What follows belongs to an exercise in optimizing a design on an open flow for small area; a production flow would make more cautious choices. Where RTL was checked, it was by simulation tests only, not by an equivalence proof against the original. Power and IR drop assume default switching activity.

Setup of quartz:
==> module dac_table_8x, before the edit <==
module dac_table_8x (
        ap_clk,
        ap_rst_n,
        table_r_address0,
        table_r_ce0,
        table_r_q0,
        iout_TDATA,
        iout_TVALID,
        iout_TREADY,
        iout_TKEEP,
        iout_TSTRB,
        iout_TLAST,
        qout_TDATA,
        qout_TVALID,
        qout_TREADY,
        qout_TKEEP,
        qout_TSTRB,
        qout_TLAST,
        iqout_TDATA,
        iqout_TVALID,
        iqout_TREADY,
        iqout_TKEEP,
        iqout_TSTRB,
        iqout_TUSER,
        iqout_TLAST
);
input   ap_clk;
input   ap_rst_n;
output  [15:0] table_r_address0;
output   table_r_ce0;
input  [255:0] table_r_q0;
output  [127:0] iout_TDATA;
output   iout_TVALID;
input   iout_TREADY;
output  [15:0] iout_TKEEP;
output  [15:0] iout_TSTRB;
output  [0:0] iout_TLAST;
output  [127:0] qout_TDATA;
output   qout_TVALID;
input   qout_TREADY;
output  [15:0] qout_TKEEP;
output  [15:0] qout_TSTRB;
output  [0:0] qout_TLAST;
output  [255:0] iqout_TDATA;
output   iqout_TVALID;
input   iqout_TREADY;
output  [31:0] iqout_TKEEP;
output  [31:0] iqout_TSTRB;
output  [7:0] iqout_TUSER;
output  [0:0] iqout_TLAST;
reg  [15:0] addr;      
reg         done_i;
reg         done_q;
reg         done_iq;
wire prime = done_i & done_q & done_iq;
wire ce    = (done_i | iout_TREADY) & (done_q | qout_TREADY) & (done_iq | iqout_TREADY);
wire last_prime = (addr[3:0] == 4'd11);
wire [15:0] tog;
assign tog[0] = ce;
genvar k;
generate
    for (k = 1; k < 16; k = k + 1) begin : inc
        assign tog[k] = tog[k-1] & addr[k-1];
    end
endgenerate
always @ (posedge ap_clk) begin
    if (~ap_rst_n) begin
        addr    <= 16'd0;
        done_i  <= 1'b1;
        done_q  <= 1'b1;
        done_iq <= 1'b1;
    end else begin
        addr <= addr ^ tog;
        if (prime) begin
            done_i  <= ~last_prime;
            done_q  <= ~last_prime;
            done_iq <= ~last_prime;
        end else if (ce) begin
            done_i  <= 1'b0;
            done_q  <= 1'b0;
            done_iq <= 1'b0;
        end else begin
            done_i  <= done_i  | iout_TREADY;
            done_q  <= done_q  | qout_TREADY;
            done_iq <= done_iq | iqout_TREADY;
        end
    end
end
wire [7:0] g;
wire [5:0] b = addr[7:2];
wire [5:0] bw;    
assign g[1:0] = addr[1:0];
assign g[2]  = ~b[0];
assign g[3]  = b[1] ^ b[0];
assign bw[1] = ~(b[1] & b[0]);
genvar m;
generate
    for (m = 2; m < 6; m = m + 1) begin : dec
        assign g[m+2] = b[m] ^ bw[m-1];
        if (m < 5) begin : br
            assign bw[m] = ~b[m] & bw[m-1];
        end
    end
endgenerate
assign table_r_address0 = addr;
assign table_r_ce0 = ce;
assign iout_TVALID  = ~done_i;
assign qout_TVALID  = ~done_q;
assign iqout_TVALID = ~done_iq;
assign iout_TDATA = table_r_q0[127:0];
assign qout_TDATA = table_r_q0[255:128];
genvar l;
generate
    for (l = 0; l < 8; l = l + 1) begin : lane
        assign iqout_TDATA[32*l+15:32*l]    = table_r_q0[16*l+15:16*l];
        assign iqout_TDATA[32*l+31:32*l+16] = table_r_q0[128+16*l+15:128+16*l];
    end
endgenerate
assign iout_TLAST  = (g == 8'd255);
assign qout_TLAST  = (g == 8'd255);
assign iqout_TLAST = (g == 8'd255);
assign iqout_TUSER = g;
assign iout_TKEEP  = 16'd0;
assign iout_TSTRB  = 16'd0;
assign qout_TKEEP  = 16'd0;
assign qout_TSTRB  = 16'd0;
assign iqout_TKEEP = 32'd0;
assign iqout_TSTRB = 32'd0;
endmodule
clock: 5.0 ns
lec_check: 0
cap_margin: 20
core_area: 10 10 350 350
die_area: 0 0 360 360
slew_margin: 20
standard.sh (not shown) runs the stock make flow with config.mk's settings and CLKGATE_MAP_FILE= SYNTH_SCRIPT=/design/flow/synth_recipe.tcl, a recipe that flattens the netlist after the stock synthesis.
==> flow/flow/run.sh <==
#!/bin/bash
# Standard ORFS layout, except:
#  - the constant-0 outputs share one tie cell instead of one tie cell each
#  - port buffers are buf_1 (the outputs only drive 10 fF)
#  - a small clock buffer for the 19 flip-flops
set -euo pipefail
bash standard.sh \
  SKIP_REPAIR_TIE_FANOUT=1 \
  'BUFFER_PORTS_ARGS=-buffer_cell sky130_fd_sc_hd__buf_1' \
  'CTS_BUF_LIST=sky130_fd_sc_hd__clkbuf_4' \
  finish > orfs_flow.log 2>&1
Edits applied to the flow inputs when going from quartz to xenon:
==> flow/design.v, changed modules only <==
module dac_table_8x (
        ap_clk,
        ap_rst_n,
        table_r_address0,
        table_r_ce0,
        table_r_q0,
        iout_TDATA,
        iout_TVALID,
        iout_TREADY,
        iout_TKEEP,
        iout_TSTRB,
        iout_TLAST,
        qout_TDATA,
        qout_TVALID,
        qout_TREADY,
        qout_TKEEP,
        qout_TSTRB,
        qout_TLAST,
        iqout_TDATA,
        iqout_TVALID,
        iqout_TREADY,
        iqout_TKEEP,
        iqout_TSTRB,
        iqout_TUSER,
        iqout_TLAST
);
input   ap_clk;
input   ap_rst_n;
output  [15:0] table_r_address0;
output   table_r_ce0;
input  [255:0] table_r_q0;
output  [127:0] iout_TDATA;
output   iout_TVALID;
input   iout_TREADY;
output  [15:0] iout_TKEEP;
output  [15:0] iout_TSTRB;
output  [0:0] iout_TLAST;
output  [127:0] qout_TDATA;
output   qout_TVALID;
input   qout_TREADY;
output  [15:0] qout_TKEEP;
output  [15:0] qout_TSTRB;
output  [0:0] qout_TLAST;
output  [255:0] iqout_TDATA;
output   iqout_TVALID;
input   iqout_TREADY;
output  [31:0] iqout_TKEEP;
output  [31:0] iqout_TSTRB;
output  [7:0] iqout_TUSER;
output  [0:0] iqout_TLAST;
reg  [15:0] addr;      
reg         done_i;
reg         done_q;
reg         done_iq;
wire prime = done_i & done_q & done_iq;
wire ce    = (done_i | iout_TREADY) & (done_q | qout_TREADY) & (done_iq | iqout_TREADY);
wire last_prime = (addr[3:0] == 4'd11);
always @ (posedge ap_clk) begin
    if (~ap_rst_n) begin
        addr    <= 16'd0;
        done_i  <= 1'b1;
        done_q  <= 1'b1;
        done_iq <= 1'b1;
    end else begin
        if (ce)
            addr <= addr + 16'd1;
        if (prime) begin
            done_i  <= ~last_prime;
            done_q  <= ~last_prime;
            done_iq <= ~last_prime;
        end else if (ce) begin
            done_i  <= 1'b0;
            done_q  <= 1'b0;
            done_iq <= 1'b0;
        end else begin
            done_i  <= done_i  | iout_TREADY;
            done_q  <= done_q  | qout_TREADY;
            done_iq <= done_iq | iqout_TREADY;
        end
    end
end
wire [7:0] g = addr[7:0] - 8'd12;
assign table_r_address0 = addr;
assign table_r_ce0 = ce;
assign iout_TVALID  = ~done_i;
assign qout_TVALID  = ~done_q;
assign iqout_TVALID = ~done_iq;
assign iout_TDATA = table_r_q0[127:0];
assign qout_TDATA = table_r_q0[255:128];
genvar l;
generate
    for (l = 0; l < 8; l = l + 1) begin : lane
        assign iqout_TDATA[32*l+15:32*l]    = table_r_q0[16*l+15:16*l];
        assign iqout_TDATA[32*l+31:32*l+16] = table_r_q0[128+16*l+15:128+16*l];
    end
endgenerate
assign iout_TLAST  = (g == 8'd255);
assign qout_TLAST  = (g == 8'd255);
assign iqout_TLAST = (g == 8'd255);
assign iqout_TUSER = g;
assign iout_TKEEP  = 16'd0;
assign iout_TSTRB  = 16'd0;
assign qout_TKEEP  = 16'd0;
assign qout_TSTRB  = 16'd0;
assign iqout_TKEEP = 32'd0;
assign iqout_TSTRB = 32'd0;
endmodule
### Flow results
Per the comparison of xenon with quartz, final-layout fill cell count has remained practically unchanged; area of the multi-input gates shows an increase of about 23%; first-pass GRT wire length fell about 9%; switching part of the total power went up; proportion of synthesized area in mux cells increased 0.17 points.
xenon vs. quartz: total wirelength of the detailed-routed design now sits lower; design area now sits higher; core utilization now sits at about the same level; routability-driven placement congestion ratio now sits higher.
xenon — via count of the first global-routing pass 25% higher, quartz as reference
quartz → xenon: sequential cell power has increased, worst voltage drop across the vdd grid grew by 0.13 mV.
xenon vs. quartz: count of nets after finishing went up by about 3.7%.
On cell count after placement: between quartz and xenon, it ends up higher for xenon.
For quartz, only the layout was checked, not whether the RTL still works.

==> re-timing with driven ports <==
Ports are ideal in the flow. The routed layouts listed here were re-timed in OpenROAD. Step 1, drivers: a clkbuf_16 drives ap_clk and a buf_2 each remaining input, both assumed. Step 2 adds t to the input delays and takes it off the output delays; t is the mean of the earliest and latest rising clock arrival at the registers after step 1. Input paths then give back, and output paths get back, about the clock's delay inside the block. Slacks: ideal ports / drivers / drivers and shift; pairs: ideal ports / drivers.
| run | t, ns | slack for setup (ns) | latest minus earliest clock arrival (ns) | slew at the worst register clock pin (ns) | worst data-port slew with drivers (ns) |
|---|---|---|---|---|---|
| quartz | 0.332 | 0.899 / 0.893 / 0.561 | 0.002 / 0.002 | 0.11 / 0.11 | 0.46 |
| xenon | 0.333 | 1.838 / 1.816 / 2.001 | 0.005 / 0.005 | 0.11 / 0.11 | 0.46 |
After both steps setup and hold are still met in every run listed. The setup slack of quartz, which loses most, moves by -0.006 ns with the drivers and by -0.338 ns with both steps.
